This design comes from an exercise in tuning for a short achievable clock period and few clock cycles on the open sky130 flow, not from production work. Only simulation tests tie the RTL to the original design; equivalence was not proved. Power figures rest on the tool's default switching activity, not on a simulated workload.

==> flow/design.v <==
`default_nettype none
module synchronizer #(
    parameter int FF_COUNT = 3
) (
    input  logic clk,
    input  logic reset_n,
    input  logic in,
    output logic out
);
    reg [FF_COUNT-1:0] pipe;
    always_ff @(posedge clk, negedge reset_n) begin
        if (!reset_n) begin
            pipe <= '0;
        end else begin
            pipe <= {pipe[FF_COUNT-2:0], in};
        end
    end
    assign out = pipe[FF_COUNT-1];
endmodule
`default_nettype none
module spi_receiver (
    input  logic clk_i,     
    input  logic rst_ni,    
    input  logic spi_sclk_i,
    input  logic spi_mosi_i,
    output logic spi_miso_o,
    input  logic spi_cs_i,
    input  logic [7:0] data_i,  
    output logic [7:0] data_o,  
    output logic       stb_o    
);    
    logic spi_mosi_sync;
    synchronizer  #(
        .FF_COUNT(2)
    ) synchronizer_spi_mosi (
        .clk        (clk_i),
        .reset_n    (rst_ni),
        .in         (spi_mosi_i),
        .out        (spi_mosi_sync)
    );
    logic spi_cs_sync;
    synchronizer  #(
        .FF_COUNT(2)
    ) synchronizer_spi_cs (
        .clk        (clk_i),
        .reset_n    (rst_ni),
        .in         (spi_cs_i),
        .out        (spi_cs_sync)
    );
    logic spi_sclk_sync;
    synchronizer  #(
        .FF_COUNT(2)
    ) synchronizer_spi_sclk (
        .clk        (clk_i),
        .reset_n    (rst_ni),
        .in         (spi_sclk_i),
        .out        (spi_sclk_sync)
    );
    logic spi_sclk_delayed;
    always_ff @(posedge clk_i) begin
        spi_sclk_delayed <= spi_sclk_sync;
    end
    logic spi_sclk_falling, spi_sclk_rising;
    assign spi_sclk_rising = !spi_sclk_delayed && spi_sclk_sync;
    assign spi_sclk_falling = spi_sclk_delayed && !spi_sclk_sync;
    logic [2:0] spi_cnt;
    always_ff @(posedge clk_i, negedge rst_ni) begin
        if (!rst_ni) begin
            spi_cnt  <= 3'd0;
            data_o <= '0;
            spi_miso_o <= 1'b0;
        end else begin
            stb_o <= 1'b0;
            if (!spi_cs_sync && spi_sclk_falling) begin
                data_o <= {data_o[6:0], spi_mosi_sync};
                spi_cnt <= spi_cnt + 1;
                if (spi_cnt == 7) begin
                    stb_o <= 1'b1;
                end
            end
            if (!spi_cs_sync && spi_sclk_rising) begin
                spi_miso_o <= data_i[7-spi_cnt];
            end
        end
    end
endmodule
`default_nettype none
module latch_mem #(
    parameter NUM_BITS = 8,
    parameter NUM_WORDS = 64,
    parameter ADDR_BITS = $clog2(NUM_WORDS)
) (
    input  wire                          clk_i,
    input  wire [ADDR_BITS-1:0]          addr_i,
    input  wire [NUM_BITS-1:0]           data_i,
    input  wire                          we_i,
    output wire [NUM_WORDS*NUM_BITS-1:0] mem_o
);
    reg [NUM_BITS-1:0] RAM [NUM_WORDS];
    always @(posedge clk_i) begin
        if (we_i) begin
            RAM[addr_i] <= data_i;
        end
    end
    genvar i;
    generate
        for (i = 0; i < NUM_WORDS; i++) begin : g_out
            assign mem_o[i*NUM_BITS +: NUM_BITS] = RAM[i];
        end
    endgenerate
endmodule
`default_nettype none
module cpu (
    input  logic         clk_i,
    input  logic         rst_ni,
    input  logic         hold_i,
    input  logic [511:0] mem_i,
    output logic         we_o,
    output logic [5:0]   waddr_o,
    output logic [7:0]   wdata_o,
    input  logic [7:0]   port0_i,
    input  logic         port1_i,
    input  logic [7:0]   port2_i,
    output logic [2:0]   out_stb_o,
    output logic [7:0]   out_data_o
);
    logic [7:0] mw [64];
    genvar gi;
    generate
        for (gi = 0; gi < 64; gi++) begin : g_mw
            assign mw[gi] = mem_i[gi*8 +: 8];
        end
    endgenerate
    logic [7:0] regs [4];
    logic [5:0] fip;         
    logic       e_valid;     
    logic [7:0] e_instr;
    logic [7:0] e_imm;
    assign out_data_o = regs[0];
    logic       ex;
    logic [1:0] a0, a1;
    logic [7:0] ra, rb;
    assign ex = e_valid && !hold_i;
    assign a0 = e_instr[1:0];
    assign a1 = e_instr[3:2];
    assign ra = regs[a0];
    assign rb = regs[a1];
    logic op_jump, op_portout, op_store, op_if;
    assign op_jump    = e_instr[7:2] == 6'b0000_11;
    assign op_portout = e_instr == 8'h03;
    assign op_store   = e_instr[7:4] == 4'b0010;
    assign op_if      = e_instr[7:6] == 2'b11;
    logic cond;
    always_comb begin
        case (e_instr[5:4])
            2'b00: cond = ra == rb;
            2'b01: cond = ra != rb;
            2'b10: cond = ra >= rb;
            2'b11: cond = ra <  rb;
        endcase
    end
    logic skip_next, redirect;
    assign skip_next = ex && op_if && !cond;
    assign redirect  = ex && op_jump;
    assign we_o    = ex && op_store;
    assign waddr_o = ra[5:0];
    assign wdata_o = rb;
    assign out_stb_o[0] = ex && op_portout && e_imm == 8'h00;
    assign out_stb_o[1] = ex && op_portout && e_imm == 8'h01;
    assign out_stb_o[2] = ex && op_portout && e_imm == 8'h02;
    logic [7:0] port_in;
    always_comb begin
        case (e_imm)
            8'h00:   port_in = port0_i;
            8'h01:   port_in = {7'b0, port1_i};
            8'h02:   port_in = port2_i;
            default: port_in = 8'h00;
        endcase
    end
    logic [7:0] ld;
    assign ld = mw[rb[5:0]];
    logic       wen;
    logic [1:0] wsel;
    logic [7:0] res;
    always_comb begin
        wen  = 1'b1;
        wsel = a0;
        res  = 8'h00;
        casez (e_instr)
            8'b0000_0000: wen = 1'b0;                         
            8'b0000_0001: wen = 1'b0;                         
            8'b0000_0010: begin res = port_in; wsel = 2'd0; end  
            8'b0000_0011: wen = 1'b0;                         
            8'b0000_01??: res = ra + 8'd1;                    
            8'b0000_10??: res = ra - 8'd1;                    
            8'b0000_11??: wen = 1'b0;                         
            8'b0001_00??: res = ra << 1;                      
            8'b0001_01??: res = ra >> 1;                      
            8'b0001_10??: res = e_imm;                        
            8'b0001_11??: res = (~ra) + 8'd1;                 
            8'b0010_????: wen = 1'b0;                         
            8'b0011_????: res = ld;                           
            8'b0100_????: res = ra & rb;                      
            8'b0101_????: res = ra | rb;                      
            8'b0110_????: res = ~rb;                          
            8'b0111_????: res = ra ^ rb;                      
            8'b1000_????: res = rb;                           
            8'b1001_????: res = ra + rb;                      
            8'b1010_????: res = ra << rb;                     
            8'b1011_????: res = ra >> rb;                     
            default:      wen = 1'b0;                         
        endcase
    end
    logic [5:0] fa, fa1, fa2, fa3;
    logic [7:0] b0, b1, b2, b3;
    assign fa  = hold_i ? 6'd0 : fip;
    assign fa1 = fa + 6'd1;
    assign fa2 = fa + 6'd2;
    assign fa3 = fa + 6'd3;
    assign b0  = mw[fa];
    assign b1  = mw[fa1];
    assign b2  = mw[fa2];
    assign b3  = mw[fa3];
    function automatic logic has_imm(input logic [7:0] i);
        has_imm = i[7:2] == 6'b0001_10 || (i[7:2] == 6'b0000_00 && i[1:0] != 2'b00);
    endfunction
    logic f_ldi;
    assign f_ldi = b0[7:2] == 6'b0001_10;
    logic imm0, imm2, jumpi0, jumpi2;
    assign imm0   = has_imm(b0);
    assign imm2   = has_imm(b2);
    assign jumpi0 = b0 == 8'h01;
    assign jumpi2 = b2 == 8'h01;
    logic [5:0] next_seq;    
    always_comb begin
        if (f_ldi) next_seq = imm2 ? fa + 6'd4 : fa3;
        else       next_seq = imm0 ? fa2 : fa1;
    end
    logic haz;
    assign haz = we_o && (waddr_o == fa || waddr_o == fa1 || waddr_o == fa2 || waddr_o == fa3);
    logic f_go;              
    assign f_go = !redirect && !haz;
    always_ff @(posedge clk_i, negedge rst_ni) begin
        if (!rst_ni) begin
            for (int i = 0; i < 4; i++) regs[i] <= '0;
            fip     <= '0;
            e_valid <= 1'b0;
            e_instr <= '0;
            e_imm   <= '0;
        end else begin
            if (hold_i) begin
                for (int i = 0; i < 4; i++) regs[i] <= '0;
            end else if (ex && wen) begin
                regs[wsel] <= res;
            end
            if (f_go && f_ldi && !skip_next) begin
                regs[b0[1:0]] <= b1;
            end
            if (redirect) begin
                fip     <= ra[5:0];
                e_valid <= 1'b0;
            end else if (haz) begin
                fip     <= fa;
                e_valid <= 1'b0;
            end else begin
                e_valid <= f_ldi || !skip_next;
                e_instr <= f_ldi ? b2 : b0;
                e_imm   <= f_ldi ? b3 : b1;
                if (f_ldi ? jumpi2 : (jumpi0 && !skip_next)) begin
                    fip <= f_ldi ? b3[5:0] : b1[5:0];
                end else begin
                    fip <= next_seq;
                end
            end
        end
    end
endmodule
`default_nettype none
module dig_ctrl (
    input  logic clk_i,
    input  logic rst_ni,
    input  logic spi_sclk_i,
    input  logic spi_mosi_i,
    output logic spi_miso_o,
    input  logic spi_cs_i,
    input  logic mode_i,
    input  logic [7:0]  port_i,
    output logic [7:0]  port_o,
    input  logic        port_ms_i,
    output logic [7:0]  port_ms_o,
    input  logic       debug_i,
    output logic [1:0] debug_o
);
    logic [7:0] spi_data_i;
    logic [7:0] spi_data_o;
    logic       spi_stb_o;
    spi_receiver spi_receiver_inst (
        .clk_i          (clk_i),
        .rst_ni         (rst_ni),
        .spi_sclk_i     (spi_sclk_i),
        .spi_mosi_i     (spi_mosi_i),
        .spi_miso_o     (spi_miso_o),
        .spi_cs_i       (spi_cs_i),
        .data_i         (spi_data_i),
        .data_o         (spi_data_o),
        .stb_o          (spi_stb_o)
    );
    logic mode_sync;
    synchronizer #(
        .FF_COUNT (2)
    ) synchronizer_mode_i_inst (
        .clk        (clk_i),
        .reset_n    (rst_ni),
        .in         (mode_i),
        .out        (mode_sync)
    );
    logic       mode_d;
    logic [5:0] spi_addr;
    always_ff @(posedge clk_i, negedge rst_ni) begin
        if (!rst_ni) begin
            mode_d <= 1'b0;
            spi_addr <= '0;
        end else begin
            mode_d <= mode_sync;
            if (mode_sync) begin
                if (spi_stb_o) begin
                    spi_addr <= spi_addr + 1;
                end
            end
            if (!mode_d && mode_sync) begin
                spi_addr <= '0;
            end
        end
    end
    logic [1:0] boot;
    always_ff @(posedge clk_i, negedge rst_ni) begin
        if (!rst_ni) begin
            boot <= '0;
        end else begin
            boot <= {boot[0], 1'b1};
        end
    end
    logic         cpu_we;
    logic [5:0]   cpu_waddr;
    logic [7:0]   cpu_wdata;
    logic [511:0] mem;
    latch_mem #(
        .NUM_WORDS (64)
    ) latch_mem_inst (
        .clk_i      (clk_i),
        .addr_i     (mode_sync ? spi_addr : cpu_waddr),
        .data_i     (mode_sync ? spi_data_o : cpu_wdata),
        .we_i       (mode_sync ? spi_stb_o : cpu_we),
        .mem_o      (mem)
    );
    logic port_ms_sync_i;
    synchronizer #(
        .FF_COUNT (2)
    ) synchronizer_port_ms_i_inst (
        .clk        (clk_i),
        .reset_n    (rst_ni),
        .in         (port_ms_i),
        .out        (port_ms_sync_i)
    );
    logic [7:0] port_sync_i;
    synchronizer #(
        .FF_COUNT (2)
    ) synchronizer_port_i_inst[7:0] (
        .clk        (clk_i),
        .reset_n    (rst_ni),
        .in         (port_i),
        .out        (port_sync_i)
    );
    logic [2:0] out_stb;
    logic [7:0] out_data;
    cpu cpu_inst (
        .clk_i      (clk_i),
        .rst_ni     (rst_ni),
        .hold_i     (mode_sync || !boot[1]),
        .mem_i      (mem),
        .we_o       (cpu_we),
        .waddr_o    (cpu_waddr),
        .wdata_o    (cpu_wdata),
        .port0_i    (port_sync_i),
        .port1_i    (port_ms_sync_i),
        .port2_i    (spi_data_o),
        .out_stb_o  (out_stb),
        .out_data_o (out_data)
    );
    always_ff @(posedge clk_i, negedge rst_ni) begin
        if (!rst_ni) begin
            port_o      <= '0;
            port_ms_o   <= '0;
            spi_data_i  <= '0;
        end else begin
            if (out_stb[0]) port_o     <= out_data;  
            if (out_stb[1]) port_ms_o  <= out_data;  
            if (out_stb[2]) spi_data_i <= out_data;  
        end
    end
    assign debug_o = {mode_sync, port_ms_sync_i};
endmodule
`default_nettype none
module dig_ctrl_top (
    input  logic [7:0] ui_in,     
    output logic [7:0] uo_out,    
    input  logic [7:0] uio_in,    
    output logic [7:0] uio_out,   
    output logic [7:0] uio_oe,    
    input  logic       ena,       
    input  logic       clk,       
    input  logic       rst_n,      
    input  logic       port_ms_i,
    output logic [7:0] port_ms_o
);
    logic rst_n_sync;
    assign rst_n_sync = rst_n;
    logic spi_sclk;
    logic spi_mosi;
    logic spi_miso;
    logic spi_cs;
    logic mode;
    logic debug_i;
    logic [1:0] debug_o;
    dig_ctrl #(
    ) dig_ctrl_inst (
        .clk_i          (clk),
        .rst_ni         (rst_n_sync),
        .spi_sclk_i     (spi_sclk),
        .spi_mosi_i     (spi_mosi),
        .spi_miso_o     (spi_miso),
        .spi_cs_i       (spi_cs),
        .mode_i         (mode),
        .port_i         (ui_in),
        .port_o         (uo_out),
        .port_ms_i      (port_ms_i),
        .port_ms_o      (port_ms_o),
        .debug_i        (debug_i),
        .debug_o        (debug_o)
    );
    assign spi_cs     = uio_in[0];  assign uio_oe[0] = 1'b0; assign uio_out[0] = 1'b0;
    assign spi_mosi   = uio_in[1];  assign uio_oe[1] = 1'b0; assign uio_out[1] = 1'b0;
    assign uio_out[2] = spi_miso;   assign uio_oe[2] = 1'b1;
    assign spi_sclk   = uio_in[3];  assign uio_oe[3] = 1'b0; assign uio_out[3] = 1'b0;
    assign mode = uio_in[4]; assign uio_out[4] = 1'b0; assign uio_oe[4] = 1'b0;  
    assign debug_i = uio_in[5]; assign uio_out[5] = 1'b0; assign uio_oe[5] = 1'b0;  
    assign uio_out[6] = debug_o[0]; assign uio_oe[6] = 1'b1;  
    assign uio_out[7] = debug_o[1]; assign uio_oe[7] = 1'b1;  
endmodule
==> flow/run.sh <==
#!/bin/bash
# synth_recipe.tcl (not shown) runs the flow's synth.tcl, then flattens the netlist and writes it again
# the make line also repeats each setting of config.mk as NAME=value (left out here)
make -C /OpenROAD-flow-scripts/flow DESIGN_CONFIG=/design/flow/config.mk WORK_HOME=/design/flow/orfs CLKGATE_MAP_FILE= SYNTH_SCRIPT=/design/flow/synth_recipe.tcl finish
==> flow/config.mk <==
export PLATFORM = sky130hd
export DESIGN_NAME = dig_ctrl_top
export DESIGN_NICKNAME = dig_ctrl_top
export VERILOG_FILES = /design/flow/design.v
export SDC_FILE = /design/flow/constraint.sdc
export NUM_CORES = 4
export LEC_CHECK = 0
export CAP_MARGIN = 20
export CORE_MARGIN = 2
export CORE_UTILIZATION = 40
export SLEW_MARGIN = 20
==> flow/constraint.sdc <==
create_clock -name core_clock -period 10.0 [get_ports {clk}]
set_input_delay 2.0000 -clock core_clock [delete_from_list [all_inputs] [get_ports {clk}]]
set_output_delay 2.0000 -clock core_clock [all_outputs]
set_load 0.01 [all_outputs]
==> summary.txt, run 1 <==
Yosys
  • Post-synthesis async set-or-reset flop share: between 10% and 20%
  • Post-Syn Area: 44600 um2
  • EDFF count, synth: ~500
  • Cells after Synth: 4649
  • Seq/Total Area, Yosys: 41.7%
  • Ys flop type: edfxtp_1
  • FF+latch count, synth: 640
  • Distinct cells, synth: 118
  • Syn avg cell area: 9.58 um2
  • Synthesis Warnings: 7

Floorplanning
  • Die width: 338 um
  • Starting density of the core: about two fifths
  • FP Rows: 122
  • Die H: 338 um
  • Num ports: 52

GRT
  • Largest net degree at the start of global routing: 67
  • Vias in the first global route: 63600
  • Total gr overflow: 1985
  • GR Util All Layers: about nine tenths
  • Global-route wire length before repair: 688000 um

Clock network
  • Root buf cell: clkbuf_16
  • TritonCTS buffer count: 73
  • CTS Buffer Depth: 3
  • Post-CTS Hold Fix Bufs: 0
  • Number of gates resized after CTS: 0
  • H-tree levels: 3
  • Clk sinks: 640
  • Post-CTS Setup Inserts: 0

Run status
  • First reported error: [ERROR GRT-0116] Global routing finished with congestion. Check the congestion regions in the DRC Viewer.
  • Stage reached: global routing
  • Status: did not finish

Place
  • IO buf count: 33
  • RePlAce Congestion: 1.48
  • Dpl ws: about 2.7 ns
  • Dpl hpwl: 324000 um
-- synth_stat cells, types with 48 or more instances --
library cell | instances | share of area (%)
nor2_1 | 349 | 2.9
o21ai_0 | 134 | 1.5
nor3_1 | 104 | 1.2
nand4_1 | 122 | 1.7
nand2_1 | 376 | 3.2
clkbuf_1 | 213 | 1.8
mux2_2 | 60 | 1.5
a32oi_1 | 90 | 1.8
mux2i_1 | 80 | 1.8
nand3_1 | 257 | 2.9
a221oi_1 | 126 | 2.5
edfxtp_1 | 513 | 35
buf_2 | 86 | 0.97
a222oi_1 | 101 | 2.3
and3_1 | 48 | 0.67
a21oi_1 | 222 | 2.5
dfrtp_1 | 126 | 7.1
a22oi_1 | 512 | 8.6
a31oi_1 | 77 | 1.1
o22ai_1 | 49 | 0.69
a22o_1 | 116 | 2.3
nor4_1 | 60 | 0.84
-- logic make-up after synthesis --
family	after synthesis	synth area share [%]
other	2	0.0169
buffers and inverters	434	4.26
AO/OA/AOI/OAI	1804	30.5
adder cells (fa/ha/maj)	43	1.22
XOR/XNOR	49	1.04
multiplexers	165	4.49
AND/OR/NAND/NOR	1512	16.8
flip-flops	640	41.7
-- worst max-delay path by stage --
stage | from | to | slack, ns | cells after the start
after floorplan | dig_ctrl_inst.synchronizer_mode_i_inst.pipe[1] | dig_ctrl_inst.cpu_inst.fip[2] | 4.75 | 23
after global placement | dig_ctrl_inst.synchronizer_mode_i_inst.pipe[1] | dig_ctrl_inst.cpu_inst.fip[2] | 2.52 | 14
after detailed placement | dig_ctrl_inst.synchronizer_mode_i_inst.pipe[1] | dig_ctrl_inst.cpu_inst.e_imm[3] | 2.69 | 16
after CTS | dig_ctrl_inst.synchronizer_mode_i_inst.pipe[1] | dig_ctrl_inst.cpu_inst.e_imm[3] | 2.59 | 16
-- per-layer routing --
metal  overflow  GRT usage [%]
met2       1166           97.1
met3        124           82.0
met5         31           62.9
met1        146           89.7
met4        518           81.1
-- metrics by stage --
stage	utilization, %	total power [mW]	std cells	area (um2)
global placement	44.4	6.87	6208	49100
floorplan	-	5.05	4661	44600
detailed placement	44.5	6.88	6214	49200
CTS	46.7	9.63	6348	51600
-- power by group through the flow --
stage          Clock (mW)  Sequential [mW]  Combinational [mW]
3_3_place_gp            0             3.35                3.51
3_5_place_dp            0             3.36                3.52
2_1_floorplan           0             3.26                1.78
4_1_cts              2.80             3.30                3.53
Testbench counts, summed over its fixed seeds: cycles 29,269.
==> run 2, diff against run 1 <==
--- a/flow/config.mk
+++ b/flow/config.mk
@@ -7,2 +7,3 @@
 export LEC_CHECK = 0
+export ABC_CLOCK_PERIOD_IN_PS = 2500
 export CAP_MARGIN = 20
@@ -10,2 +11,3 @@
 export CORE_UTILIZATION = 40
+export SETUP_SLACK_MARGIN = 5
 export SLEW_MARGIN = 20
==> run 2 against run 1 <==
Effect of this change: the flow again stops in global routing; synthesized cell count is the same; area after synthesis is the same.
==> summary.txt, run 2 <==
GRT
  • GR Util All Layers: 89.5%
  • Global-route wire length before repair: roughly 700000 um
  • Vias in the first global route: between 60000 and 70000
  • Total gr overflow: 3181
  • Largest net degree at the start of global routing: 78

Clock network
  • Clk sinks: 640 (unchanged)
  • TritonCTS buffer count: 74 (+1.4%)
  • H-tree levels: 3 (unchanged)
  • CTS Buffer Depth: 3 (unchanged)
  • Root buf cell: clkbuf_16

Place
  • Post-Place Cells: 6223 (+0.14%)
  • Dpl hpwl: 322000 um (-0.67%)
  • DP Area: 49300 um2 (+0.20%)
  • RePlAce Congestion: 1.45 (-1.6%)
  • IO buf count: 33 (unchanged)
  • Dpl ws: 2.08 ns (-0.613 ns)

Yosys
  • Post-synthesis async set-or-reset flop share: 19.7% (unchanged)
  • Top-area cell type share of the netlist area: 34.6% (unchanged)
  • Distinct cells, synth: 118 (unchanged)
  • Post-Syn Area: 44600 um2 (unchanged)
  • EDFF count, synth: 513 (unchanged)
  • Seq/Total Area, Yosys: 41.7% (unchanged)
  • Yosys top cell by area: edfxtp_1
  • Most common cell in the netlist: edfxtp_1
  • Syn avg cell area: 9.58 um2 (unchanged)
  • Top cells by count, synth: edfxtp_1, a22oi_1, nand2_1
  • Ys flop type: edfxtp_1
  • FF+latch count, synth: 640 (unchanged)
  • Ranking of synthesized cells by area: edfxtp_1, a22oi_1, dfrtp_1
  • Cells after Synth: 4649 (unchanged)
  • Synthesis Warnings: 7 (unchanged)

Floorplanning
  • Die width: 338 um (unchanged)
  • FP Rows: 122 (unchanged)
  • Die H: 338 um (unchanged)
  • Num ports: 52 (unchanged)
  • Starting density of the core: 40.3% (unchanged)

Run status
  • Stage reached: global routing
  • First reported error: [ERROR GRT-0116] Global routing finished with congestion. Check the congestion regions in the DRC Viewer.
  • Status: did not finish
==> run 2: cell counts after synthesis <==
Identical to the previous run, type by type.
==> run 2: cells by family after synthesis <==
kind of cell / synth area share (%)
AND/OR/NAND/NOR: 16.8
adder cells (fa/ha/maj): 1.22
flip-flops: 41.7
multiplexers: 4.49
buffers and inverters: 4.26
XOR/XNOR: 1.04
other: 0.0169
AO/OA/AOI/OAI: 30.5
==> run 2: per-layer routing <==
layer,overflow,track usage [%]
met1,266,89.3
met2,1850,100
met3,232,82.0
met4,796,85.0
met5,37,62.9
==> run 2: worst min-delay path by stage <==
stage,startpoint,endpoint,slack (ns),cells past startpoint
detailed placement,flip-flop,flip-flop,0.34,0
global placement,flip-flop,flip-flop,0.34,0
floorplan,dig_ctrl_inst.boot[0],dig_ctrl_inst.boot[1],0.33,0
CTS,dig_ctrl_inst.boot[0],dig_ctrl_inst.boot[1],0.35,0
==> run 2: per-stage QoR <==
stage	hold slack [ns]	power, mW
3_5_place_dp	0.336	6.86
3_3_place_gp	0.335	6.84
2_1_floorplan	0.331	5.05
4_1_cts	0.350	10.5
==> run 2: power by group through the flow <==
stage               Clock, mW  Sequential [mW]  Combinational [mW]
CTS                      2.90             3.32                4.23
detailed placement          0             3.36                3.50
global placement            0             3.36                3.48
floorplan                   0             3.26                1.79
==> run 2: timing repair <==
item,in CTS
endpoints found under the setup margin,55
buffers inserted,239
resized for setup,574
hold buffers,0
pin swaps,121
cloned,19
